From an optimization exercise on the open Yosys and OpenROAD flow, aimed at small area and a short achievable clock period; shortcuts taken in it are not production practice.
The RTL was checked by simulation tests, not by an equivalence proof against the original design.
Power is estimated from default activity; no workload was simulated.

--- flow/design.v ---
module AverageUnit (input logic [9:0] s,
                    output logic [7:0] out);
	localparam logic [8191:0] TABLE = {
		256'h4343434242424141414040403f3f3e3e3e3d3d3d3c3c3c3c3b3b3a3a3a393939,
		256'h383838383737363636353535343434343333333232313131303030302f2f2f2e,
		256'h2e2d2d2d2c2c2c2c2b2b2b2a2a29292928282828272727262625252524242424,
		256'h2323232222222121202020201f1f1f1e1e1e1d1d1c1c1c1c1b1b1b1a1a1a1919,
		256'h181818181717171616161515141414141313131212121111111010100f0f0f0e,
		256'h0e0e0d0d0d0c0c0c0b0b0b0a0a0a090909080808070707060606050505040404,
		256'h0303030202020101010000000f0f0f0e0e0e0d0d0d0c0c0c0b0b0b0a0a0a0909,
		256'h09080808070707060606050505040404030303020202010101000000000000ff,
		256'hfffefefefdfdfdfdfcfcfcfbfbfafafaf9f9f9f9f8f8f8f7f7f6f6f6f5f5f5f5,
		256'hf4f4f4f3f3f3f2f2f1f1f1f1f0f0f0efefefeeeeededededecececebebebeaea,
		256'he9e9e9e9e8e8e8e7e7e7e6e6e5e5e5e5e4e4e4e3e3e3e2e2e2e1e1e1e0e0e0df,
		256'hdfdfdedededddddddcdcdcdbdbdbdadadad9d9d9d8d8d8d7d7d7d6d6d6d5d5d5,
		256'hd4d4d4d3d3d3d2d2d2d1d1d1d0d0d0cfcfcfcecececdcdcdcccccccbcbcbcaca,
		256'hcac9c9c9c8c8c8c7c7c7c6c6c6c5c5c5c4c4c4c3c3c3c2c2c2c1c1c1c0c0c0bf,
		256'hbfbebebebdbdbdbdbcbcbcbbbbbababab9b9b9b9b8b8b8b7b7b6b6b6b5b5b5b5,
		256'hb4b4b4b3b3b3b2b2b1b1b1b1b0b0b0afafafaeaeadadadadacacacabababaaaa,
		256'ha9a9a9a9a8a8a8a7a7a7a6a6a5a5a5a5a4a4a4a3a3a3a2a2a2a1a1a1a0a0a09f,
		256'h9f9f9e9e9e9d9d9d9c9c9c9b9b9b9a9a9a999999989898979797969696959595,
		256'h9494949393939292929191919090908f8f8f8e8e8e8d8d8d8c8c8c8b8b8b8a8a,
		256'h8a8989898888888787878686868585858484848383838282828181818080807f,
		256'h7f7e7e7e7d7d7d7d7c7c7c7b7b7a7a7a79797979787878777776767675757575,
		256'h7474747373737272717171717070706f6f6f6e6e6d6d6d6d6c6c6c6b6b6b6a6a,
		256'h696969696868686767676666656565656464646363636262626161616060605f,
		256'h5f5f5e5e5e5d5d5d5c5c5c5b5b5b5a5a5a595959585858575757565656555555,
		256'h5454545353535252525151515050504f4f4f4e4e4e4d4d4d4c4c4c4b4b4b4a4a,
		256'h4a4949494848484747474646464545454444444343434242424141414040403f,
		256'h3f3e3e3e3d3d3d3d3c3c3c3b3b3a3a3a39393939383838373736363635353535,
		256'h3434343333333232313131313030302f2f2f2e2e2d2d2d2d2c2c2c2b2b2b2a2a,
		256'h292929292828282727272626252525252424242323232222222121212020201f,
		256'h1f1f1e1e1e1d1d1d1c1c1c1b1b1b1a1a1a191919181818171717161616151515,
		256'h1414141313131212121111111010100f0f0f0e0e0e0d0d0d0c0c0c0b0b0b0a0a,
		256'h0a09090908080807070706060605050504040403030302020201010100000000
	};
	assign out = TABLE[{s, 3'b000} +: 8];
endmodule
module ArquitecturaHybridARMIPS(input logic clk, reset,
										  output logic [31:0] imem_addr,
										  input logic [31:0] imem_rdata,
										  output logic [31:0] mem_addr,
										  output logic dmem_we,
										  output logic [31:0] dmem_wdata,
										  input logic [31:0] dmem_rdata,
										  output logic pmem_we,
										  output logic [1:0] pmem_wdata,
										  input logic [1:0] pmem_rdata,
										  output logic rf_we,
										  output logic [3:0] rf_waddr,
										  output logic [31:0] rf_wdata);
	logic [31:0] pc;                   
	logic [31:0] ir;                   
	logic        ir_v;
	logic [15:0] ir_s1, ir_s2;         
	logic        ir_pc;                
	logic [31:0] e_a, e_b, e_wd;
	logic [3:0]  e_rd;
	logic        e_sub;
	logic        e_add, e_shl, e_shr, e_or, e_avr, e_cum;
	logic        e_rw, e_br, e_cmp, e_mw, e_mpw, e_ldr, e_lpx;
	logic [2:0]  e_cond;
	logic [31:0] m_res, m_wd;
	logic [3:0]  m_rd;
	logic        m_rw, m_br, m_mw, m_mpw, m_ldr, m_lpx, m_cmp, m_a31, m_nb31;
	logic [31:0] w_res;
	logic [3:0]  w_rd;
	logic        w_rw, w_br;
	logic        f_z, f_n, f_v;
	logic [31:0] rf [16];
	logic [15:0] rf_v;
	always_ff @(posedge clk) begin
		if (reset) pc <= 32'b0;
		else if (w_br) pc <= w_res;
		else pc <= pc + 32'd1;
		ir <= imem_rdata;
		ir_v <= ~reset;
		for (int k = 0; k < 16; k++) begin
			ir_s1[k] <= rf_v_next[k] & ~f_pcq & (f_p1 == k[3:0]);
			ir_s2[k] <= rf_v_next[k] & ~f_pcq & (f_p2 == k[3:0]);
		end
		ir_pc <= f_pcq;
	end
	assign imem_addr = pc;
	logic [3:0] f_p1, f_p2;
	logic       f_cmp, f_pcq;
	assign f_cmp = (imem_rdata[28:27] == 2'd0) & (imem_rdata[25:22] == 4'd7);
	assign f_p1  = f_cmp ? imem_rdata[17:14] : imem_rdata[21:18];
	assign f_p2  = (imem_rdata[28:27] == 2'd1) ? imem_rdata[17:14] :
	               ((f_cmp & ~imem_rdata[26]) ? imem_rdata[21:18] : imem_rdata[13:10]);
	assign f_pcq = ((f_cmp & imem_rdata[26]) ? imem_rdata[17:14] : imem_rdata[21:18]) == 4'hf;
	logic [1:0] cls;
	logic       immf;
	logic [3:0] op, Rn, Rd, Rs;
	logic       isD, isM, isB;
	logic       dSUB, dADD, dMOV, dORR, dCMP, dLSL, dLSR, dAVR, dCUM;
	logic       mSTR, mLPX, mSPX, mLDR;
	logic       d_sx, a_en, bimm, br2, sub;
	logic [31:0] imm32, R1, R2, B;
	logic [7:0]  cs_s, cs_c;
	assign cls  = ir[28:27];
	assign immf = ir[26];
	assign op   = ir[25:22];
	assign Rn   = ir[21:18];
	assign Rd   = ir[17:14];
	assign Rs   = ir[13:10];
	assign isD  = ir_v & (cls == 2'd0);
	assign isM  = ir_v & (cls == 2'd1);
	assign isB  = ir_v & (cls == 2'd2);
	assign dSUB = isD & (op == 4'd1);
	assign dADD = isD & (op == 4'd2);
	assign dMOV = isD & (op == 4'd3);
	assign dORR = isD & (op == 4'd6);
	assign dCMP = isD & (op == 4'd7);
	assign dLSL = isD & (op == 4'd8);
	assign dLSR = isD & (op == 4'd9);
	assign dAVR = isD & ~immf & (op == 4'd10);
	assign dCUM = isD & ~immf & (op == 4'd11);
	assign mSTR = isM & (ir[26:25] == 2'd0);
	assign mLPX = isM & (ir[26:25] == 2'd1);
	assign mSPX = isM & (ir[26:25] == 2'd2);
	assign mLDR = isM & (ir[26:25] == 2'd3);
	assign d_sx = ~(dORR | dLSL | dLSR);
	assign imm32 = (cls == 2'd2) ? {5'b0, ir[26:0]} : {{18{d_sx & ir[13]}}, ir[13:0]};
	always_comb begin
		R1 = 32'b0;
		R2 = 32'b0;
		for (int k = 0; k < 16; k++) begin
			if (ir_s1[k]) R1 = R1 | rf[k];
			if (ir_s2[k]) R2 = R2 | rf[k];
		end
		if (ir_pc) begin
			R1 = R1 | pc;
			R2 = R2 | pc;
		end
	end
	assign a_en = ~((dMOV & immf) | isB);
	assign bimm = (immf & (dSUB | dADD | dMOV | dORR | dCMP | dLSL | dLSR)) | mSTR | mLDR | isB;
	assign br2  = (~immf & (dSUB | dADD | dORR | dCMP | dLSL | dLSR)) | dCUM;
	assign sub  = dSUB | dCMP;
	assign cs_s = R1[7:0] ^ R1[15:8] ^ R1[23:16];
	assign cs_c = (R1[7:0] & R1[15:8]) | (R1[7:0] & R1[23:16]) | (R1[15:8] & R1[23:16]);
	assign B = (bimm ? imm32 : 32'b0) | (br2 ? R2 : 32'b0) | (dAVR ? {16'b0, cs_c, cs_s} : 32'b0);
	always_ff @(posedge clk) begin
		e_a    <= a_en ? R1 : 32'b0;
		e_b    <= B ^ {32{sub}};
		e_wd   <= R2;
		e_sub  <= sub;
		e_rd   <= Rd;
		e_cond <= ir[31:29];
		e_ldr  <= mLDR;
		e_lpx  <= mLPX;
		if (reset) begin
			e_add <= 1'b0; e_shl <= 1'b0; e_shr <= 1'b0; e_or <= 1'b0;
			e_avr <= 1'b0; e_cum <= 1'b0;
			e_rw <= 1'b0; e_br <= 1'b0; e_cmp <= 1'b0; e_mw <= 1'b0; e_mpw <= 1'b0;
		end else begin
			e_add <= dSUB | dADD | dMOV | dCMP | isM | isB;
			e_shl <= dLSL;
			e_shr <= dLSR;
			e_or  <= dORR;
			e_avr <= dAVR;
			e_cum <= dCUM;
			e_rw  <= dSUB | dADD | dMOV | dORR | dLSL | dLSR | dAVR | dCUM | mLPX | mLDR;
			e_br  <= isB;
			e_cmp <= dCMP;
			e_mw  <= mSTR;
			e_mpw <= mSPX;
		end
	end
	logic [31:0] sum, shl, shr, res;
	logic [9:0]  csum;
	logic [7:0]  avr;
	logic        cum, big, nb31;
	logic        z, n, v, condi;
	assign sum  = e_a + e_b + {31'b0, e_sub};
	assign big  = |e_b[31:5];
	assign shl  = big ? 32'b0 : (e_a << e_b[4:0]);
	assign shr  = big ? 32'b0 : (e_a >> e_b[4:0]);
	assign csum = {2'b0, e_b[7:0]} + {1'b0, e_b[15:8], 1'b0};
	AverageUnit avg (csum, avr);
	assign cum  = (e_b[31:8] == 24'b0) & (e_a[7:0] >= e_b[7:0]);
	assign nb31 = (e_b[30:0] == {31{1'b1}}) ? ~e_b[31] : e_b[31];
	logic g;
	assign g = ~reset;
	assign res = ((g & e_add) ? sum : 32'b0)
	           | ((g & e_shl) ? shl : 32'b0)
	           | ((g & e_shr) ? shr : 32'b0)
	           | ((g & e_or)  ? (e_a | e_b) : 32'b0)
	           | ((g & e_avr) ? {24'b0, avr} : 32'b0)
	           | ((g & e_cum) ? {31'b0, cum} : 32'b0);
	assign z = m_cmp ? (m_res == 32'b0) : f_z;
	assign n = m_cmp ? m_res[31] : f_n;
	assign v = m_cmp ? ((m_a31 == m_nb31) & (m_res[31] != m_a31)) : f_v;
	always_comb
		case (e_cond)
			3'd0: condi = z;
			3'd1: condi = ~z;
			3'd2: condi = (n == v);
			3'd3: condi = (n != v);
			3'd4: condi = ~z & (n == v);
			3'd5: condi = z | (n != v);
			3'd6: condi = 1'b0;
			default: condi = 1'b1;
		endcase
	always_ff @(posedge clk) begin
		m_res  <= res;
		m_wd   <= e_wd;
		m_rd   <= e_rd;
		m_ldr  <= e_ldr;
		m_lpx  <= e_lpx;
		m_a31  <= e_a[31];
		m_nb31 <= nb31;
		if (reset) begin
			m_rw <= 1'b0; m_br <= 1'b0; m_mw <= 1'b0; m_mpw <= 1'b0; m_cmp <= 1'b0;
			f_z <= 1'b0; f_n <= 1'b0; f_v <= 1'b0;
		end else begin
			m_rw  <= e_rw & condi;
			m_br  <= e_br & condi;
			m_mw  <= e_mw;
			m_mpw <= e_mpw;
			m_cmp <= e_cmp;
			f_z <= z; f_n <= n; f_v <= v;
		end
	end
	assign mem_addr   = m_res;
	assign dmem_we    = m_mw;
	assign dmem_wdata = m_wd;
	assign pmem_we    = m_mpw;
	assign pmem_wdata = m_wd[1:0];
	logic [31:0] m_out;
	assign m_out = m_ldr ? dmem_rdata : (m_lpx ? {30'b0, pmem_rdata} : m_res);
	always_ff @(posedge clk) begin
		w_res <= m_out;
		w_rd  <= m_rd;
		if (reset) begin
			w_rw <= 1'b0; w_br <= 1'b0;
		end else begin
			w_rw <= m_rw;
			w_br <= m_br;
		end
	end
	assign rf_we    = w_rw;
	assign rf_waddr = w_rd;
	assign rf_wdata = w_res;
	logic [15:0] rf_v_next;
	always_comb
		for (int k = 0; k < 16; k++)
			rf_v_next[k] = ~reset & (rf_v[k] | (m_rw && m_rd == k[3:0]));
	always_ff @(posedge clk) begin
		for (int k = 0; k < 16; k++)
			if (m_rw && m_rd == k[3:0]) rf[k] <= m_out;
		rf_v <= rf_v_next;
	end
endmodule
--- flow/standard.sh ---
#!/bin/bash
# synth_recipe.tcl (not shown) runs the flow's synth.tcl, then flattens the netlist and writes it again
# the make line also repeats each setting of config.mk as NAME=value (left out here)
make -C /OpenROAD-flow-scripts/flow DESIGN_CONFIG=/design/flow/config.mk WORK_HOME=/design/flow/orfs CLKGATE_MAP_FILE= SYNTH_SCRIPT=/design/flow/synth_recipe.tcl "${@:-finish}"
--- flow/config.mk ---
export PLATFORM = sky130hd
export DESIGN_NAME = ArquitecturaHybridARMIPS
export DESIGN_NICKNAME = ArquitecturaHybridARMIPS
export VERILOG_FILES = /design/flow/design.v
export SDC_FILE = /design/flow/constraint.sdc
export NUM_CORES = 4
export LEC_CHECK = 0
export CAP_MARGIN = 20
export CORE_MARGIN = 5
export CORE_UTILIZATION = 50
export CTS_BUF_LIST = sky130_fd_sc_hd__clkbuf_16
export CTS_CLUSTER_DIAMETER = 80
export CTS_CLUSTER_SIZE = 30
export SLEW_MARGIN = 20
--- flow/flow/run.sh ---
#!/bin/bash
# The standard synthesis and layout (standard.sh), with two changes in
# how the layout is made:
#  - timing repair aims at a tighter setup target (a slack margin) than the
#    clock period alone asks for;
#  - the port buffers are plain buf_2 cells instead of delay buffers.
set -o pipefail
bash standard.sh SETUP_SLACK_MARGIN=10 "BUFFER_PORTS_ARGS=-buffer_cell sky130_fd_sc_hd__buf_2" finish > standard.log 2>&1
--- flow/constraint.sdc ---
create_clock -name core_clock -period 14.0 [get_ports {clk}]
set_input_delay 2.8000 -clock core_clock [delete_from_list [all_inputs] [get_ports {clk}]]
set_output_delay 2.8000 -clock core_clock [all_outputs]
set_load 0.01 [all_outputs]
==> flow_metrics.tcl, run 1 <==
set metrics [dict create \
    critical_path.max_fanout 6 \
    fin_skew_ns 0.0646 \
    hold_viol_final 0 \
    cts_tree "done" \
    cp.required_ns 14.58 \
    finalSetupViolCount 0 \
    rsz0062_at_grt "yes" \
    cp_data_arrival_time_ns 4.65 \
    insertion_delay_ns 0.66 \
    cap_violations 0 \
    power_mw 4.62 \
    detail_route.wl_per_cell_um 35.6 \
    clk_pin_slew_worst_paths_ns 0.11 \
    drtPass1Iterations 10 \
    syn_inst 3553 \
    syn_nets 3711 \
    fin_nets 3887 \
    hold_ws_ns 0.335 \
    cp_top_family "simple AND/OR/NAND/NOR gates" \
    slowest_delay_ns 0.47 \
    cts-root-buf "clkbuf_16" \
    grt_start_max_net_pins 71 \
    syn-cell-area_mm2 0.0403 \
    rows 104 \
    ir_drop_mv 0.121 \
    synth_warnings 2 \
    crit_chain "buf_6 -> nand4b_1 -> or3_4 -> nor2_4 -> mux2i_2 -> o21ai_2 -> nand2b_1 -> nand2b_2 -> nor2_1" \
    fin_setup_tns_ns 0 \
    dieArea_mm2 0.0863 \
    synthFlopType "edfxtp_1" \
    status "complete, no violations" \
    grt_pass1_wl_um 239000 \
    chipWidth_um 294 \
    worst_pin_slew_ns 1.14 \
    min_to "m_wd[16]" \
    fin_crit_ns 4.07 \
    synth_async_sr_flop_share_pct 0 \
    cts_buffers 41 \
    synth_edf_count 512 \
    cts_sinks 861 \
    critPathKind "input pin to flop" \
    slowest_stage "or3_4" \
    ys_ff_latch 861 \
    endpoint_kind "flop" \
    grt.overflow.total 0 \
    hpwl_um 109000 \
    leakage_nw 15.7 \
    synth.avg_cell_area_um2 11.3 \
    reg2reg_to "m_res[30]" \
    r2r_slack_ns 10.18 \
    pin_count 205 \
    first_global_vias 32964 \
    fin_area_mm2 0.0453 \
    min_from "e_wd[16]" \
    portBuffers 204 \
    antenna_found_initial 13 \
    vias_per_cell 7.21 \
    timing.rr.start "e_b[1]" \
    die_h_um 294 \
    ys_types 91 \
    fmax_mhz 246 \
    placed_area_mm2 0.0427 \
    critPathLaunchType "input pin" \
    synth_seq_area_share_pct 55.5 \
    core_mm2 0.0802 \
    fin_util_pct 56.5 \
    cts_max_level 2 \
    holdPathStages 0 \
    drc 0 \
    period_share_pct 29.0 \
    gp_congestion 1.07 \
    power_density_mw_per_mm2 102 \
    routed_wl_um 172000 \
    final_layout_size_suffix_gt1_share_pct 18.2 \
    drt.antenna.violating_nets 0 \
    drtIter0Drc 5888 \
    area_delta_synth_final_pct 12.5 \
    cts_buffer_depth 3 \
    max_slew_margin_pct 24.3 \
    vias 34784 \
    cts_hold_buf 0 \
    start_util_pct 50.2 \
    rr_worst_depth 14 \
    grt_usage_pct 38.0 \
    critPathBufInv 1 \
    hold_class "flop to flop" \
    slew_violations 0 \
]
-- logic make-up after synthesis --
logic type                 synth area share (%)
adders and majority gates                  3.05
buffers and inverters                      3.45
xor gates and xnor gates                   2.15
and+or+nand+nor                            10.9
AOI/OAI and AO/OA                          21.1
muxes                                      3.84
DFF                                        55.5
-- worst max-delay path by stage --
stage,from,to,slack (ns),cells after the start
final,imem_rdata[25],ir_s2[12],9.93,9
after global routing,imem_rdata[25],ir_s2[15],9.87,9
after CTS,reset,m_res[1],9.88,11
after detailed placement,reset,m_res[1],7.76,11
after global placement,reset,m_res[1],7.79,11
after floorplan,imem_rdata[25],ir_s2[10],9.67,8
-- power breakdown --
part | leakage [nW] | internal (mW) | switching, mW
combinational | 8.01 | 0.140 | 0.277
sequential | 7.04 | 2.68 | 0.0324
clock | 0.701 | 0.600 | 0.891
total | 15.7 | 3.42 | 1.20
-- flip-flops by register name, indices dropped and copies added, names as in the netlist, 3 cells and up --
name / cells
m_wd: 32
w_res: 32
m_res: 32
ir_s1: 16
e_a: 32
ir: 32
pc: 32
e_rd: 4
rf: 512
m_rd: 4
ir_s2: 16
e_cond: 3
e_b: 32
rf_v: 16
w_rd: 4
e_wd: 32
-- placed cells by master (no fill, tap or decap), types with 120 or more instances in the layout --
cell / count
a21oi_1: 144
a221oi_1: 139
edfxtp_1: 512
o21ai_0: 120
buf_2: 188
dfxtp_1: 271
a22oi_1: 181
nand2_1: 209
buf_4: 165
a22o_1: 121
nor2_1: 271
-- metal layers --
metal	vias to the layer above	track usage (%)	share of wire (%)
met5	-	1.11	0.080
met4	2	18.3	6.3
met3	681	10.5	13
met1	17032	50.2	37
li1	14282	-	-
met2	2787	58.3	44
-- cell type report --
type / instances / area, um2
clock inverters: 31 / 352
flip-flops and latches: 861 / 22600
multi-input cells: 2340 / 17000
inverters: 98 / 379
well taps: 1060 / 1330
repair inverters: 1 / 5.00
fillers: 6897 / 34800
diodes: 8 / 20.0
repair buffers: 386 / 2650
clock buffers: 41 / 1030
-- what timing repair did --
action	CTS	global route
endpoints found under the setup margin	134	52
pin swaps	5	20
resized for setup	186	41
endpoints found under the hold margin	0	0
setup buffers	43	18
gates cloned	3	0
-- metrics by stage --
step	std cells	setup slack (ns)
2_1_floorplan	3553	9.67
6_report	4826	9.93
5_1_grt	4821	9.87
3_5_place_dp	4680	7.76
4_1_cts	4798	9.88
3_3_place_gp	4678	7.79
-- cell usage after synthesis (all sizes together) (75+ instances only) --
library cell | instances | area, um2
a22oi | 182 | 1370
nand4 | 94 | 588
ha | 79 | 988
a221oi | 139 | 1220
a21oi | 145 | 729
nand2 | 214 | 803
o21ai | 173 | 866
a222oi | 78 | 781
clkbuf | 193 | 724
edfxtp | 512 | 15400
a22o | 121 | 1060
inv | 95 | 357
dfxtp | 349 | 6990
nand3 | 75 | 375
nor2 | 295 | 1110
==> run 2: changes to the inputs <==
--- a/flow/config.mk
+++ b/flow/config.mk
@@ -7,7 +7,7 @@
 export LEC_CHECK = 0
 export CAP_MARGIN = 20
 export CORE_MARGIN = 5
-export CORE_UTILIZATION = 50
+export CORE_UTILIZATION = 40
 export CTS_BUF_LIST = sky130_fd_sc_hd__clkbuf_16
 export CTS_CLUSTER_DIAMETER = 80
 export CTS_CLUSTER_SIZE = 30
==> flow_metrics.tcl, run 2 <==
set metrics [dict create \
    final_cell_mix "512 x edfxtp_1, 274 x nor2_1, 250 x dfxtp_1, 211 x nand2_1, 186 x buf_2" \
    layoutNonFillerInstCount 5062 \
    hold_class "flop to flop" \
    fmax_mhz 247 \
    clk_pin_slew_worst_paths_ns 0.11 \
    drtIter0Drc 6023 \
    slew_violations 0 \
    vias 34501 \
    synthFlopType "edfxtp_1" \
    ys_ff_latch 861 \
    grt_use_met3_pct 8.87 \
    hold_viol_final 0 \
    period_share_pct 28.9 \
    worst_slack_ns 9.96 \
    pin_count 205 \
    grt_start_max_net_pins 67 \
    fin_nets 3880 \
    drt.antenna.violating_nets 0 \
    start_util_pct 40.3 \
    synth_top_family_by_area "compound AO/OA/AOI/OAI gates" \
    rows 116 \
    portBuffers 204 \
    grtUsageMet2_pct 48.4 \
    worst_pin_slew_ns 1.29 \
    synth_commonest_cells "512 x edfxtp_1, 349 x dfxtp_1, 293 x nor2_1" \
    pre_cts_slack_ns 8.36 \
    synth_async_sr_flop_share_pct 0 \
    final_layout_size_suffix_gt1_share_pct 18.9 \
    top_register "rf" \
    grt_usage_pct 31.0 \
    antenna_found_initial 12 \
    syn_nets 3711 \
    ir_drop_mv 0.105 \
    grt_pass1_wl_um 241000 \
    seq_area_mm2 0.0226 \
    synth_xor_area_share_pct 2.15 \
    yosys-top-cells-area "edfxtp_1 38%, dfxtp_1 17%, a22oi_1 3.4%" \
    busiest_layer "met2" \
    grt.overflow.total 0 \
    synth_seq_area_share_pct 55.5 \
    use_met1_pct 40.1 \
    dieArea_mm2 0.107 \
    power_mw 4.62 \
    area_delta_synth_final_pct 13.4 \
    syn-cell-area_mm2 0.0403 \
    cap_violations 0 \
    insertion_delay_ns 0.64 \
    cts_sinks 861 \
    status "complete, no violations" \
    core_mm2 0.100 \
    vias_per_cell 6.82 \
    layout_commonest_cell "edfxtp_1" \
    leakage_nw 15.7 \
    cts_max_level 2 \
    synth.avg_cell_area_um2 11.3 \
    first_global_vias 32631 \
    drtPass1Iterations 10 \
    critPathKind "input pin to flop" \
    finalSetupViolCount 0 \
    placed_area_mm2 0.0429 \
    fin_area_mm2 0.0457 \
    synth_warnings 2 \
    synth_top_cell_by_area "edfxtp_1" \
    synth_edf_count 512 \
    power_density_mw_per_mm2 101 \
    detail_route.wl_per_cell_um 34.5 \
    synth.most_common_cell "edfxtp_1" \
    hpwl_um 108000 \
    critical_path.max_fanout 4 \
    fin_crit_ns 4.04 \
    endpoint_kind "flop" \
    cts_tree "done" \
    chipWidth_um 327 \
    critPathLaunchType "input pin" \
    ys_types 91 \
    synthSimpleGateAreaFrac_pct 10.9 \
    hold_ws_ns 0.335 \
    fin_util_pct 45.7 \
    fin_setup_tns_ns 0 \
    synthAdderAreaFrac_pct 3.05 \
    yosysTopAreaCellShare_pct 38.2 \
    rsz0062_at_grt "yes" \
    muxShareOfSynthArea_pct 3.84 \
    max_slew_margin_pct 13.8 \
    syn_inst 3553 \
    gp_congestion 1.01 \
    fin_skew_ns 0.0381 \
    cts_buffers 41 \
    multi_input_area_mm2 0.0170 \
    cp_data_arrival_time_ns 4.62 \
    fillerInstances 9110 \
    die_h_um 327 \
    dp_cells 4904 \
    drc 0 \
    cts-root-buf "clkbuf_16" \
    routed_wl_um 175000 \
    largest_reg_flops 512 \
    synth_compound_area_share_pct 21.1 \
    cts_buffer_depth 3 \
    cp.required_ns 14.58 \
]
[run 2: cell counts after synthesis]
Identical to the previous run, type by type.
[run 2: area by class of cell]
| class | instances | area share [%] |
|---|---|---|
| Tap cell | 1298 | 3.56 |
| Sequential cell | 861 | 49.6 |
| Clock buffer | 43 | 2.36 |
| Timing Repair Buffer | 379 | 5.76 |
| Inverter | 98 | 0.836 |
| Clock inverter | 33 | 0.688 |
| Timing Repair inverter | 1 | 0.0110 |
| Antenna cell | 9 | 0.0493 |
| Multi-Input combinational cell | 2340 | 37.2 |
[run 2: metal layers]
| metal | up-vias | wire length [um] |
|---|---|---|
| met5 | - | 63 |
| met1 | 16849 | 63600 |
| li1 | 14295 | - |
| met3 | 599 | 23600 |
| met4 | 8 | 10600 |
| met2 | 2750 | 76700 |
[run 2: cell families (layout without fill, tap and decap cells)]
logic type,count (synthesis),after routing
DFF,861,861
buffers and inverters,352,554
muxes,113,113
adders and majority gates,92,92
and+or+nand+nor,910,910
xor gates and xnor gates,94,94
other,0,9
AOI/OAI and AO/OA,1131,1131
[run 2: worst paths after layout]
path / startpoint / endpoint / slack (ns) / cells after the start
worst max-delay path: imem_rdata[25] / ir_s2[9] / 9.96 / 8
worst min-delay path: e_wd[13] / m_wd[13] / 0.33 / 0
worst max register to register: e_b[8] / m_res[2] / 10.11 / 12
worst min register to register: e_wd[13] / m_wd[13] / 0.33 / 0
[run 2: repair_timing]
action | 4_1_cts | 5_1_grt
gates resized for setup | 191 | 46
pin swaps | 10 | 13
setup endpoints to repair | 135 | 39
hold buffers | 0 | 0
setup buffers | 49 | 20
gates cloned | 2 | 2
[run 2: critical path, cell delays in order]
cell and delay (ns):
buf_6 0.09, nand4b_1 0.17, or3_4 0.44, nor2_4 0.18, mux2i_1 0.26, o21ai_2 0.14, nor3b_2 0.31, and3_1 0.20
[run 2: where the power goes]
| part | switching, mW | internal [mW] |
|---|---|---|
| clock | 0.879 | 0.602 |
| sequential | 0.0342 | 2.67 |
| combinational | 0.283 | 0.146 |
==> run 3: changes to the inputs <==
==> flow/flow/run.sh (replaced) <==
#!/bin/bash
# The standard synthesis and layout (standard.sh), with two changes in
# how the layout is made:
#  - timing repair aims at a tighter setup target (a slack margin) than the
#    clock period alone asks for;
#  - the port buffers are plain buf_2 cells instead of delay buffers.
set -o pipefail
bash standard.sh SETUP_SLACK_MARGIN=10.5 "BUFFER_PORTS_ARGS=-buffer_cell sky130_fd_sc_hd__buf_2" finish > standard.log 2>&1
==> flow_metrics.tcl, run 3 <==
set metrics [dict create \
    cap_violations 0 \
    yosysTopAreaCellShare_pct 38.2 \
    layout_commonest_cell "edfxtp_1" \
    p_int_mw 3.47 \
    combinationalPowerShare_pct 10.4 \
    ir_drop_mv 0.0963 \
    slowest_stage "or3_4" \
    antenna_found_initial 21 \
    rsz0062_at_grt "yes" \
    crit_chain "buf_6 -> nand4b_1 -> or3_4 -> nor2_4 -> mux2i_2 -> o21ai_4 -> nor3_2 -> and3_1" \
    synthFlopType "edfxtp_1" \
    fin_crit_ns 4.05 \
    endpoint_kind "flop" \
    cts_buffers 41 \
    dp_cells 4895 \
    gp_congestion 1.01 \
    slew_violations 0 \
    worst_pin_slew_ns 1.23 \
    die_h_um 327 \
    yosys-top-cells-area "edfxtp_1 38%, dfxtp_1 17%, a22oi_1 3.4%" \
    max_slew_margin_pct 17.4 \
    r2r_slack_ns 10.42 \
    synth_commonest_cells "512 x edfxtp_1, 349 x dfxtp_1, 293 x nor2_1" \
    hold_ws_ns 0.328 \
    status "complete, no violations" \
    clkPwrFrac_pct 31.9 \
    final_layout_size_suffix_gt1_share_pct 24.9 \
    area_delta_synth_final_pct 19.8 \
    cts_tree "done" \
    fin_util_pct 48.2 \
    final_cell_mix "512 x edfxtp_1, 263 x nor2_1, 228 x buf_4, 203 x nand2_1, 186 x dfxtp_1" \
    p_switching_mw 1.22 \
    cts_buffer_depth 3 \
    synth.most_common_cell "edfxtp_1" \
    cp.required_ns 14.60 \
    routed_wl_um 178000 \
    synth_edf_count 512 \
    core_mm2 0.100 \
    power_density_mw_per_mm2 97.3 \
    seq_power_share_pct 57.7 \
    hold_viol_final 0 \
    timing.rr.start "e_b[11]" \
    dieArea_mm2 0.107 \
    sw_frac_of_total_pct 26.1 \
    insertion_delay_ns 0.66 \
    fin_skew_ns 0.0515 \
    critPathLaunchType "input pin" \
    syn_inst 3553 \
    portBuffers 204 \
    startpoint "imem_rdata[25]" \
    synth_top_cell_by_area "edfxtp_1" \
    synth_async_sr_flop_share_pct 0 \
    pin_count 205 \
    vias 35187 \
    finalSetupViolCount 0 \
    clk_pin_slew_worst_paths_ns 0.11 \
    rows 116 \
    fin_setup_tns_ns 0 \
    grt_pass1_wl_um 244000 \
    period_share_pct 28.9 \
    fin_nets 3976 \
    vias_per_cell 6.82 \
    chipWidth_um 327 \
    grt_usage_pct 31.3 \
    grt_start_max_net_pins 71 \
    syn-cell-area_mm2 0.0403 \
    cts_hold_buf 0 \
    synth_seq_area_share_pct 55.5 \
    layoutNonFillerInstCount 5160 \
    critPathKind "input pin to flop" \
    drc 0 \
    cts_max_level 2 \
    ys_ff_latch 861 \
    cts-root-buf "clkbuf_16" \
    hpwl_um 107000 \
    start_util_pct 40.3 \
    cts_sinks 861 \
    fmax_mhz 247 \
    top_register "rf" \
    slowest_delay_ns 0.48 \
    hold_class "flop to flop" \
    grt.overflow.total 0 \
    synth_warnings 2 \
    largest_reg_flops 512 \
    first_global_vias 32810 \
    critical_path.max_fanout 4 \
    ys_types 91 \
    min_from "e_wd[8]" \
    drtIter0Drc 5691 \
    leakage_nw 16.6 \
    synth.avg_cell_area_um2 11.3 \
    detail_route.wl_per_cell_um 34.6 \
    drtPass1Iterations 10 \
    drt.antenna.violating_nets 0 \
    syn_nets 3711 \
    cp_data_arrival_time_ns 4.64 \
]
==> run 3: per-layer routing <==
layer,vias up,part of all wire [%],GRT usage (%)
met1,17208,36,40.1
met4,8,5.7,13.7
met3,593,13,9.35
met5,-,0.029,0
met2,2869,45,49.4
li1,14509,-,-
==> run 3: metrics by stage <==
step | area, um2 | power, mW | setup slack, ns
6_report | 48200 | 4.69 | 9.95
5_1_grt | 48200 | 4.82 | 9.89
4_1_cts | 47100 | 4.64 | 9.96
3_5_place_dp | 43100 | 3.15 | 8.91
3_3_place_gp | 43100 | 3.15 | 8.97
2_1_floorplan | 40700 | 3.02 | 9.67
==> run 3: cell families (layout without fill, tap and decap cells) <==
| kind of cell | count (synthesis) | in the layout | share of synthesized area, % |
|---|---|---|---|
| multiplexers | 113 | 113 | 3.84 |
| flip-flops | 861 | 861 | 55.5 |
| other | 0 | 11 | 0 |
| XOR/XNOR | 94 | 94 | 2.15 |
| AND/OR/NAND/NOR | 910 | 910 | 10.9 |
| AO/OA/AOI/OAI | 1131 | 1132 | 21.1 |
| adder cells (fa/ha/maj) | 92 | 92 | 3.05 |
| buffers and inverters | 352 | 649 | 3.45 |
==> run 3: area by class of cell <==
| class | instances | area [um2] |
|---|---|---|
| clock buffer | 42 | 1050 |
| fill | 8925 | 51800 |
| timing repair inverter | 1 | 5.00 |
| clock inverter | 34 | 365 |
| antenna | 11 | 27.5 |
| inverter | 98 | 415 |
| multi-input combinational | 2341 | 17700 |
| sequential | 861 | 22800 |
| tap | 1298 | 1620 |
| timing repair buffer | 474 | 4310 |
==> run 3: power by group through the flow <==
| stage | clock network [mW] | registers [mW] | logic, mW |
|---|---|---|---|
| floorplan | 0 | 2.76 | 0.266 |
| global placement | 0 | 2.78 | 0.373 |
| detailed placement | 0 | 2.78 | 0.375 |
| CTS | 1.51 | 2.71 | 0.428 |
| global route | 1.60 | 2.71 | 0.512 |
| finish | 1.50 | 2.71 | 0.488 |
==> run 3: repair_timing <==
action                     4_1_cts  5_1_grt
gates resized for setup        422      140
gates cloned                     8        5
setup endpoints to repair      213      204
pin swaps                       24       42
buffers inserted               116       49
==> run 3: path summary, 6_finish.rpt <==
check | endpoint | depth (start not counted)
setup / recovery | ir_s2[2] | 8
hold / removal | m_wd[8] | 0
setup reg to reg | m_res[18] | 9
hold reg to reg | m_wd[8] | 0
==> run 3: critical path, delay by kind of cell <==
family / cells / cell delay [ns]
simple gates: 5 / 1.31
mux: 1 / 0.31
compound gates: 1 / 0.13
buf+inv: 1 / 0.09
==> run 4: changes to the inputs <==
==> flow/flow/run.sh (replaced) <==
#!/bin/bash
# The standard synthesis and layout (standard.sh), with two changes in
# how the layout is made:
#  - timing repair aims at a tighter setup target (a slack margin) than the
#    clock period alone asks for;
#  - the port buffers are plain buf_2 cells instead of delay buffers.
set -o pipefail
bash standard.sh SETUP_SLACK_MARGIN=9.9 "BUFFER_PORTS_ARGS=-buffer_cell sky130_fd_sc_hd__buf_2" finish > standard.log 2>&1
==> flow_metrics.tcl, run 4 <==
set metrics [dict create \
    status "complete, no violations" \
    drc 0 \
    max_slew_margin_pct 16.5 \
    fin_area_mm2 0.0449 \
    p_int_mw 3.43 \
    synth_async_sr_flop_share_pct 0 \
    portBuffers 204 \
    cap_violations 0 \
    min_from "e_rd[0]" \
    synth_seq_area_share_pct 55.5 \
    cts_sinks 861 \
    sw_frac_of_total_pct 25.6 \
    fin_skew_ns 0.0536 \
    dieArea_mm2 0.107 \
    power_density_mw_per_mm2 103 \
    cts_max_level 2 \
    critPathLaunchType "input pin" \
    fmax_mhz 243 \
    leakage_nw 15.4 \
    slew_violations 0 \
    grt_usage_pct 30.7 \
    synth_top_cell_by_area "edfxtp_1" \
    synth.most_common_cell "edfxtp_1" \
    yosys-top-cells-area "edfxtp_1 38%, dfxtp_1 17%, a22oi_1 3.4%" \
    fin_crit_ns 4.12 \
    cts_buffer_depth 3 \
    final_cell_mix "512 x edfxtp_1, 277 x nor2_1, 276 x dfxtp_1, 211 x nand2_1, 197 x buf_2" \
    routed_wl_um 173000 \
    cp_data_arrival_time_ns 4.60 \
    vias 34011 \
    ys_types 91 \
    startpoint "reset" \
    finalSetupViolCount 0 \
    largest_reg_flops 512 \
    rsz0062_at_grt "yes" \
    syn_nets 3711 \
    synthFlopType "edfxtp_1" \
    fin_setup_tns_ns 0 \
    ys_ff_latch 861 \
    drtIter0Drc 6069 \
    final_layout_size_suffix_gt1_share_pct 16.7 \
    core_mm2 0.100 \
    grt.overflow.total 0 \
    timing.rr.start "e_b[8]" \
    detail_route.wl_per_cell_um 34.5 \
    fin_nets 3831 \
    start_util_pct 40.3 \
    top_register "rf" \
    endpoint_kind "flop" \
    drt.antenna.violating_nets 0 \
    synth_warnings 2 \
    syn-cell-area_mm2 0.0403 \
    synth_edf_count 512 \
    critical_path.max_fanout 32 \
    clkPwrFrac_pct 32.3 \
    worst_pin_slew_ns 1.24 \
    placed_area_mm2 0.0429 \
    area_delta_synth_final_pct 11.5 \
    cts_buffers 41 \
    drtPass1Iterations 10 \
    seq_power_share_pct 59.0 \
    p_switching_mw 1.18 \
    chipWidth_um 327 \
    layout_commonest_cell "edfxtp_1" \
    synth.avg_cell_area_um2 11.3 \
    grt_pass1_wl_um 239000 \
    cts-root-buf "clkbuf_16" \
    gp_congestion 1.00 \
    clk_pin_slew_worst_paths_ns 0.12 \
    antenna_found_initial 13 \
    yosysTopAreaCellShare_pct 38.2 \
    pre_cts_slack_ns 8.56 \
    combinationalPowerShare_pct 8.7 \
    hpwl_um 109000 \
    syn_inst 3553 \
    cts_tree "done" \
    period_share_pct 29.4 \
    cts_hold_buf 0 \
    ir_drop_mv 0.0738 \
    rows 116 \
    vias_per_cell 6.79 \
    worst_slack_ns 9.88 \
    hold_class "flop to flop" \
    die_h_um 327 \
    synth_commonest_cells "512 x edfxtp_1, 349 x dfxtp_1, 293 x nor2_1" \
    hold_viol_final 0 \
    pin_count 205 \
    first_global_vias 31969 \
    grt_start_max_net_pins 71 \
    cp.required_ns 14.48 \
    insertion_delay_ns 0.64 \
    fillerInstances 9279 \
    critPathKind "input pin to flop" \
]
-- run 4: layer usage --
layer  wire length (um)  GRT usage, %  up-vias  share of wire (%)
li1                   -             -    14205                  -
met1              63800          40.2    16596                 37
met2              75700          47.3     2629                 44
met5                 51             0        -              0.029
met3              23400          8.88      573                 14
met4              10000          14.0        8                5.8
-- run 4: final timing paths --
path / endpoint / slack, ns / cells past startpoint
setup / recovery: m_res[2] / 9.88 / 9
hold / removal: m_rd[0] / 0.33 / 0
setup reg to reg: m_res[1] / 10.10 / 12
hold reg to reg: m_rd[0] / 0.33 / 0
-- run 4: power groups by stage --
stage               combinational (mW)  clock (mW)  sequential (mW)
CTS                              0.384        1.50             2.72
global placement                 0.373           0             2.78
detailed placement               0.374           0             2.78
floorplan                        0.260           0             2.76
finish                           0.402        1.49             2.72
global route                     0.431        1.59             2.72
-- run 4: final cells by class --
cell class / count / area [um2] / share of cell area (%)
sequential: 861 / 22500 / 50.1
multi-input combinational: 2340 / 16900 / 37.6
timing repair buffer: 330 / 2100 / 4.68
tap: 1298 / 1620 / 3.62
clock buffer: 42 / 1050 / 2.34
inverter: 98 / 375 / 0.836
clock inverter: 33 / 334 / 0.744
antenna: 5 / 12.5 / 0.0279
timing repair inverter: 1 / 5.00 / 0.0111
-- run 4: repair_timing --
item | in CTS | in global routing
buffers inserted | 9 | 11
cloned | 1 | 1
setup endpoints to repair | 107 | 32
resized for setup | 84 | 41
pin swaps | 2 | 4
hold endpoints to repair | 0 | 0
-- run 4: worst max-delay path, cell delays in order --
cell and delay, ns:
buf_6 0.15, clkinvlp_4 0.20, buf_4 0.21, buf_12 0.13, nand2_1 0.06, buf_6 0.29
o22ai_1 0.17, a21oi_1 0.37, nand4_1 0.14
-- run 4: through the flow --
stage                     std cells  util [%]  hold slack (ns)  total power [mW]
after floorplan                3553         -            0.310              3.02
after global placement         4906      42.9            0.311              3.15
after detailed placement       4906      42.9            0.312              3.15
after CTS                      4991      44.6            0.329              4.60
after global routing           5006      44.9            0.340              4.75
final                          5008      44.9            0.331              4.61
-- run 4: cell families (layout without fill, tap and decap cells) --
logic type / Yosys count / count (layout) / share of synthesized area, %
xor gates and xnor gates: 94 / 94 / 2.15
muxes: 113 / 113 / 3.84
adders and majority gates: 92 / 92 / 3.05
other: 0 / 5 / 0
buffers and inverters: 352 / 504 / 3.45
and+or+nand+nor: 910 / 910 / 10.9
AOI/OAI and AO/OA: 1131 / 1131 / 21.1
DFF: 861 / 861 / 55.5
==> run 5: changes to the inputs <==
--- a/flow/design.v
+++ b/flow/design.v
@@ -75,20 +75,24 @@
 		else pc <= pc + 32'd1;
 		ir <= imem_rdata;
 		ir_v <= ~reset;
+		ir_s1 <= rf_v_next & ~{16{f_pcq}} & f_s1;
+		ir_s2 <= rf_v_next & ~{16{f_pcq}} & f_s2;
+		ir_pc <= f_pcq;
+	end
+	assign imem_addr = pc;
+	logic [15:0] f_rn, f_rd, f_rs, f_s1, f_s2;
+	logic        f_cmp, f_mem, f_pcq;
+	always_comb
 		for (int k = 0; k < 16; k++) begin
-			ir_s1[k] <= rf_v_next[k] & ~f_pcq & (f_p1 == k[3:0]);
-			ir_s2[k] <= rf_v_next[k] & ~f_pcq & (f_p2 == k[3:0]);
-		end
-		ir_pc <= f_pcq;
-	end
-	assign imem_addr = pc;
-	logic [3:0] f_p1, f_p2;
-	logic       f_cmp, f_pcq;
+			f_rn[k] = imem_rdata[21:18] == k[3:0];
+			f_rd[k] = imem_rdata[17:14] == k[3:0];
+			f_rs[k] = imem_rdata[13:10] == k[3:0];
+		end
 	assign f_cmp = (imem_rdata[28:27] == 2'd0) & (imem_rdata[25:22] == 4'd7);
-	assign f_p1  = f_cmp ? imem_rdata[17:14] : imem_rdata[21:18];
-	assign f_p2  = (imem_rdata[28:27] == 2'd1) ? imem_rdata[17:14] :
-	               ((f_cmp & ~imem_rdata[26]) ? imem_rdata[21:18] : imem_rdata[13:10]);
-	assign f_pcq = ((f_cmp & imem_rdata[26]) ? imem_rdata[17:14] : imem_rdata[21:18]) == 4'hf;
+	assign f_mem = imem_rdata[28:27] == 2'd1;
+	assign f_s1  = f_cmp ? f_rd : f_rn;
+	assign f_s2  = f_mem ? f_rd : ((f_cmp & ~imem_rdata[26]) ? f_rn : f_rs);
+	assign f_pcq = (f_cmp & imem_rdata[26]) ? f_rd[15] : f_rn[15];
 	logic [1:0] cls;
 	logic       immf;
 	logic [3:0] op, Rn, Rd, Rs;
==> flow/flow/run.sh (replaced) <==
#!/bin/bash
# The standard synthesis and layout (standard.sh), with two changes in
# how the layout is made:
#  - timing repair aims at a tighter setup target (a slack margin) than the
#    clock period alone asks for;
#  - the port buffers are plain buf_2 cells instead of delay buffers.
set -o pipefail
bash standard.sh SETUP_SLACK_MARGIN=10 "BUFFER_PORTS_ARGS=-buffer_cell sky130_fd_sc_hd__buf_2" finish > standard.log 2>&1
--- a/flow/config.mk
+++ b/flow/config.mk
@@ -7,7 +7,7 @@
 export LEC_CHECK = 0
 export CAP_MARGIN = 20
 export CORE_MARGIN = 5
-export CORE_UTILIZATION = 40
+export CORE_UTILIZATION = 50
 export CTS_BUF_LIST = sky130_fd_sc_hd__clkbuf_16
 export CTS_CLUSTER_DIAMETER = 80
 export CTS_CLUSTER_SIZE = 30
==> flow_metrics.tcl, run 5 <==
set metrics [dict create \
    vias_per_cell 7.29 \
    clk_pin_slew_worst_paths_ns 0.11 \
    synth_edf_count 512 \
    drtPass1Iterations 9 \
    chipWidth_um 295 \
    fin_crit_ns 4.04 \
    critPathBufInv 2 \
    die_h_um 295 \
    status "complete, no violations" \
    fin_util_pct 56.8 \
    timing.rr.start "e_b[1]" \
    grt_usage_pct 39.2 \
    combinationalPowerShare_pct 9.6 \
    synth_top_cell_by_area "edfxtp_1" \
    fin_skew_ns 0.0622 \
    hold_class "flop to flop" \
    finalSetupViolCount 0 \
    top_register "rf" \
    vias 35583 \
    rows 104 \
    slowest_stage "dfxtp_2" \
    critPathLaunchType "flop" \
    seq_power_share_pct 58.1 \
    synthFlopType "edfxtp_1" \
    p_switching_mw 1.24 \
    pre_cts_slack_ns 8.69 \
    yosys-top-cells-area "edfxtp_1 38%, dfxtp_1 17%, nor2_1 3.3%" \
    dieArea_mm2 0.0873 \
    largest_reg_flops 512 \
    startpoint "pc[17]" \
    worst_pin_slew_ns 1.22 \
    layoutNonFillerInstCount 4883 \
    p_int_mw 3.42 \
    portBuffers 204 \
    slew_violations 0 \
    sw_frac_of_total_pct 26.6 \
    slowest_delay_ns 0.33 \
    worst_slack_ns 9.96 \
    fin_nets 3946 \
    critPathCapture "imem_addr[17]" \
    power_density_mw_per_mm2 102 \
    synth.most_common_cell "edfxtp_1" \
    rr_worst_depth 12 \
    cts_tree "done" \
    final_cell_mix "512 x edfxtp_1, 345 x nor2_1, 246 x dfxtp_1, 189 x nand2_1, 179 x buf_2" \
    synth_warnings 2 \
    grt.overflow.total 0 \
    cts_hold_buf 0 \
    ys_types 96 \
    hpwl_um 112000 \
    hold_ws_ns 0.334 \
    syn-cell-area_mm2 0.0407 \
    syn_nets 3761 \
    core_mm2 0.0807 \
    pin_count 205 \
    hold_viol_final 0 \
    ir_drop_mv 0.0969 \
    reg2reg_to "m_res[23]" \
    max_slew_margin_pct 19.0 \
    critical_path.max_fanout 2 \
    cts_buffer_depth 3 \
    dp_cells 4744 \
    yosysTopAreaCellShare_pct 37.7 \
    synth.avg_cell_area_um2 11.3 \
    detail_route.wl_per_cell_um 36.9 \
    first_global_vias 33716 \
    grt_start_max_net_pins 64 \
    drc 0 \
    cts_max_level 2 \
    start_util_pct 50.5 \
    leakage_nw 16.2 \
    clkPwrFrac_pct 32.3 \
    insertion_delay_ns 0.65 \
    fmax_mhz 247 \
    fin_setup_tns_ns 0 \
    cap_violations 0 \
    antenna_found_initial 9 \
    period_share_pct 28.9 \
    gp_congestion 1.00 \
    ys_ff_latch 861 \
    cts_buffers 42 \
    path_depth 2 \
    drt.antenna.violating_nets 0 \
    crit_chain "buf_6 -> buf_6" \
    final_layout_size_suffix_gt1_share_pct 18.7 \
    cp_top_family "flip-flops" \
    r2r_slack_ns 10.00 \
    layout_commonest_cell "edfxtp_1" \
    area_delta_synth_final_pct 12.4 \
    synth_seq_area_share_pct 54.9 \
    routed_wl_um 180000 \
    fin_area_mm2 0.0458 \
    grt_pass1_wl_um 248000 \
    synth_async_sr_flop_share_pct 0 \
    critPathKind "flop to output port" \
    cp_data_arrival_time_ns 1.24 \
    rsz0062_at_grt "yes" \
    placed_area_mm2 0.0431 \
    cts_sinks 861 \
    syn_inst 3603 \
    synth_commonest_cells "512 x edfxtp_1, 363 x nor2_1, 349 x dfxtp_1" \
    power_mw 4.67 \
    endpoint_kind "output port" \
    drtIter0Drc 6317 \
    cp.required_ns 11.20 \
    cts-root-buf "clkbuf_16" \
    cp_common_cell "buf_6" \
]
## run 5: changes by cell type after synthesis, moves of 12 or more
cell     delta
nor2_1     +70
a22oi_1    -24
nand2_1    -20
nor3_1     +20
o211a_1    -18
and3_1     -17
mux4_2     +17
nor2b_1    +16
xnor2_1    -13
xor2_1     +13
nand4_1    -12
## run 5: cell families after synthesis
logic type	Yosys count	synth area share, %
fa+ha+maj	93	3.04
compound gates	1138	21.0
mux	114	4.31
buf+inv	337	3.40
flops	861	54.9
simple gates	969	11.4
xor+xnor	91	1.97
## run 5: worst register-to-register path: stages (launching register included)
cell and delay [ns]:
dfxtp_2 0.38, buf_8 0.37, inv_4 0.35, ha_1 0.38, a21o_1 0.18, a21oi_1 0.23
nor2_1 0.15, a21oi_1 0.38, a211oi_1 0.24, o31a_1 0.41, o31ai_1 0.30, mux2i_2 0.41
nand2_1 0.10
## run 5: routing by layer
| layer | wire, um | share of wire [%] | vias up | global-route usage, % |
|---|---|---|---|---|
| met4 | 12100 | 6.7 | 0 | 20.8 |
| met5 | 0 | 0 | - | 0 |
| li1 | - | - | 14528 | - |
| met2 | 78200 | 43 | 3031 | 59.3 |
| met1 | 64700 | 36 | 17318 | 50.8 |
| met3 | 25000 | 14 | 706 | 12.4 |
## run 5: worst min-delay path by stage
| stage | from | end | slack, ns | depth (start not counted) |
|---|---|---|---|---|
| 2_1_floorplan | ir[29] | e_cond[0] | 0.31 | 0 |
| 3_3_place_gp | e_rd[1] | m_rd[1] | 0.31 | 0 |
| 6_report | e_wd[20] | m_wd[20] | 0.33 | 0 |
| 4_1_cts | e_wd[20] | m_wd[20] | 0.33 | 0 |
| 3_5_place_dp | e_wd[16] | m_wd[16] | 0.31 | 0 |
| 5_1_grt | e_wd[14] | m_wd[14] | 0.34 | 0 |
## run 5: final cells by class
class	instances	area, um2
Sequential cell	861	22600
Multi-Input combinational cell	2406	17400
Antenna cell	5	12.5
Inverter	88	338
Timing Repair Buffer	389	2710
Clock buffer	42	1050
Tap cell	1060	1330
Fill cell	6911	34900
Clock inverter	32	359
## run 5: timing repair
action / in CTS / in global routing
hold endpoints to repair: 0 / 0
resized for setup: 218 / 37
setup endpoints to repair: 156 / 53
cloned: 0 / 3
pin swaps: 1 / 6
buffers inserted: 49 / 8
## run 5: power groups by stage
stage | Clock [mW] | Sequential [mW] | Combinational (mW)
2_1_floorplan | 0 | 2.75 | 0.277
3_3_place_gp | 0 | 2.78 | 0.404
3_5_place_dp | 0 | 2.78 | 0.404
4_1_cts | 1.52 | 2.71 | 0.426
5_1_grt | 1.61 | 2.71 | 0.473
6_report | 1.51 | 2.71 | 0.449
==> run 6: changes to the inputs <==
==> flow/flow/run.sh (replaced) <==
#!/bin/bash
# The standard synthesis and layout (standard.sh), with two changes in
# how the layout is made:
#  - timing repair aims at a tighter setup target (a slack margin) than the
#    clock period alone asks for;
#  - the port buffers are plain buf_2 cells instead of delay buffers.
set -o pipefail
bash standard.sh SETUP_SLACK_MARGIN=10.5 "BUFFER_PORTS_ARGS=-buffer_cell sky130_fd_sc_hd__buf_2" finish > standard.log 2>&1
--- a/flow/config.mk
+++ b/flow/config.mk
@@ -7,7 +7,7 @@
 export LEC_CHECK = 0
 export CAP_MARGIN = 20
 export CORE_MARGIN = 5
-export CORE_UTILIZATION = 50
+export CORE_UTILIZATION = 40
 export CTS_BUF_LIST = sky130_fd_sc_hd__clkbuf_16
 export CTS_CLUSTER_DIAMETER = 80
 export CTS_CLUSTER_SIZE = 30
==> flow_metrics.tcl, run 6 <==
set metrics [dict create \
    hpwl_um 107000 \
    rows 117 \
    fin_area_mm2 0.0493 \
    worst_slack_ns 10.0 \
    timing.rr.start "e_b[2]" \
    top_register "rf" \
    final_cell_mix "512 x edfxtp_1, 328 x nor2_1, 211 x buf_4, 179 x dfxtp_1, 165 x nand2_1" \
    pre_cts_slack_ns 8.35 \
    power_density_mw_per_mm2 97.6 \
    synth_top_cell_by_area "edfxtp_1" \
    cts_buffer_depth 3 \
    startpoint "pc[3]" \
    synth_async_sr_flop_share_pct 0 \
    finalSetupViolCount 0 \
    first_global_vias 33890 \
    layoutNonFillerInstCount 5281 \
    synth_commonest_cells "512 x edfxtp_1, 363 x nor2_1, 349 x dfxtp_1" \
    antenna_found_initial 5 \
    synth_warnings 2 \
    detail_route.wl_per_cell_um 34.0 \
    grt_usage_pct 31.6 \
    clk_pin_slew_worst_paths_ns 0.11 \
    cts_buffers 44 \
    synth.avg_cell_area_um2 11.3 \
    fin_setup_tns_ns 0 \
    grt_pass1_wl_um 249000 \
    cp_top_family "flip-flops" \
    slowest_stage "dfxtp_2" \
    critPathKind "flop to output port" \
    hold_ws_ns 0.331 \
    drc 0 \
    chipWidth_um 329 \
    min_from "e_wd[27]" \
    vias 35620 \
    max_slew_margin_pct 19.3 \
    routed_wl_um 179000 \
    period_share_pct 28.6 \
    largest_reg_flops 512 \
    worst_pin_slew_ns 1.21 \
    cp.required_ns 11.20 \
    hold_viol_final 0 \
    rsz0062_at_grt "yes" \
    slew_violations 0 \
    fmax_mhz 250 \
    vias_per_cell 6.74 \
    syn_nets 3761 \
    crit_chain "buf_6 -> buf_6" \
    fin_util_pct 48.6 \
    cts_max_level 2 \
    syn-cell-area_mm2 0.0407 \
    insertion_delay_ns 0.66 \
    dieArea_mm2 0.108 \
    ir_drop_mv 0.0952 \
    ys_types 96 \
    pin_count 205 \
    portBuffers 204 \
    fin_crit_ns 4.00 \
    cap_violations 0 \
    critical_path.max_fanout 2 \
    critPathBufInv 2 \
    core_mm2 0.101 \
    fillerInstances 9123 \
    dp_cells 5024 \
    path_depth 2 \
    syn_inst 3603 \
    grt_start_max_net_pins 65 \
    synth.most_common_cell "edfxtp_1" \
    power_mw 4.81 \
    synthFlopType "edfxtp_1" \
    yosys-top-cells-area "edfxtp_1 38%, dfxtp_1 17%, nor2_1 3.3%" \
    slowest_delay_ns 0.33 \
    fin_nets 4035 \
    area_delta_synth_final_pct 21.0 \
    endpoint_kind "output port" \
    cts-root-buf "clkbuf_16" \
    synth_edf_count 512 \
    placed_area_mm2 0.0436 \
    critPathLaunchType "flop" \
    cp_common_cell "buf_6" \
    fin_skew_ns 0.0456 \
    start_util_pct 40.2 \
    layout_commonest_cell "edfxtp_1" \
    hold_class "flop to flop" \
    grt.overflow.total 0 \
    ys_ff_latch 861 \
    cts_hold_buf 0 \
    drtPass1Iterations 9 \
    yosysTopAreaCellShare_pct 37.7 \
    drt.antenna.violating_nets 0 \
    cts_sinks 861 \
    synth_seq_area_share_pct 54.9 \
    rr_worst_depth 14 \
    drtIter0Drc 6242 \
    gp_congestion 0.962 \
    cp_data_arrival_time_ns 1.20 \
    final_layout_size_suffix_gt1_share_pct 26.0 \
    holdPathStages 0 \
    leakage_nw 17.2 \
    die_h_um 329 \
    cts_tree "done" \
    status "complete, no violations" \
]
run 6: per-layer routing:
layer  vias to the layer above  track usage (%)  part of all wire [%]
met2                      3026             48.8                    44
met5                         -                0                0.0072
met3                       645             10.5                    14
met4                         2             13.8                   5.8
met1                     17224             40.8                    36
li1                      14723                -                     -
run 6: path summary, 6_finish.rpt:
path,slack (ns),to
hold reg to reg,0.33,m_wd[27]
setup reg to reg,10.48,m_res[0]
hold / removal,0.33,m_wd[27]
setup / recovery,10.0,imem_addr[3]
run 6: where the power goes:
| group | internal [mW] | total [mW] | leakage [nW] | switching (mW) |
|---|---|---|---|---|
| Combinational | 0.197 | 0.519 | 8.83 | 0.321 |
| Sequential | 2.67 | 2.71 | 7.61 | 0.0371 |
| Clock | 0.652 | 1.58 | 0.775 | 0.931 |
| Total | 3.52 | 4.81 | 17.2 | 1.29 |
run 6: layout make-up:
type / instances / area, um2 / share of cell area, %
clock inverter: 34 / 405 / 0.822
clock buffer: 46 / 1150 / 2.34
antenna: 2 / 5.00 / 0.0102
multi-input combinational: 2411 / 18400 / 37.4
sequential: 861 / 22800 / 46.2
tap: 1368 / 1710 / 3.47
timing repair buffer: 471 / 4440 / 9.01
inverter: 88 / 368 / 0.746
run 6: repair_timing:
action                     in CTS  in global routing
cloned                         14                  4
setup endpoints to repair     221                187
resized for setup             512                117
pin swaps                      66                 44
setup buffers                 129                 28
run 6: worst register-to-register path, stage by stage, from the launching register on:
cell and delay, ns:
dfxtp_4 0.37, buf_12 0.15, inv_4 0.09, buf_12 0.17
fa_2 0.42, nand2b_4 0.23, o2bb2ai_4 0.22, xnor2_4 0.21
buf_2 0.21, a221o_1 0.35, o221ai_2 0.24, nand3_2 0.13
o2111a_1 0.25, a311oi_1 0.21, o211ai_1 0.13
run 6: cells by family (layout without fill, tap and decap cells):
kind of cell | count (synthesis) | after routing | synth area share, %
adders and majority gates | 93 | 93 | 3.04
and+or+nand+nor | 969 | 974 | 11.4
DFF | 861 | 861 | 54.9
AOI/OAI and AO/OA | 1138 | 1138 | 21.0
other | 0 | 2 | 0
muxes | 114 | 114 | 4.31
buffers and inverters | 337 | 639 | 3.40
xor gates and xnor gates | 91 | 92 | 1.97

[separate check: timing with driven ports]
How much do the figures lean on ideal ports? The routed layouts below were timed once more, with nothing changed but the port constraints.
Step 1 assumes that a clkbuf_16 drives the clock port and a buf_2 every other input.
Step 2 also shifts input and output timing later by t, the mid clock arrival at the registers, as if the neighbouring blocks saw the same clock.
a / b / c = ideal ports / drivers / drivers and shift; a / b = the first two.
run | t, ns | slack for setup (ns) | worst slew at a driven data input, ns
run 1 | 0.692 | 9.934 / 9.928 / 9.263 | 0.17
run 2 | 0.689 | 9.957 / 9.827 / 9.138 | 0.31
run 3 | 0.706 | 9.954 / 9.898 / 9.289 | 0.30
run 4 | 0.691 | 9.883 / 9.838 / 9.225 | 0.09
run 5 | 0.701 | 9.958 / 9.886 / 9.403 | 0.08
run 6 | 0.710 | 9.998 / 9.925 / 9.399 | 0.28
After both steps setup and hold are still met in every run listed. For run 2, which loses most, drivers alone change the setup slack by -0.130 ns; drivers and shift together by -0.819 ns.
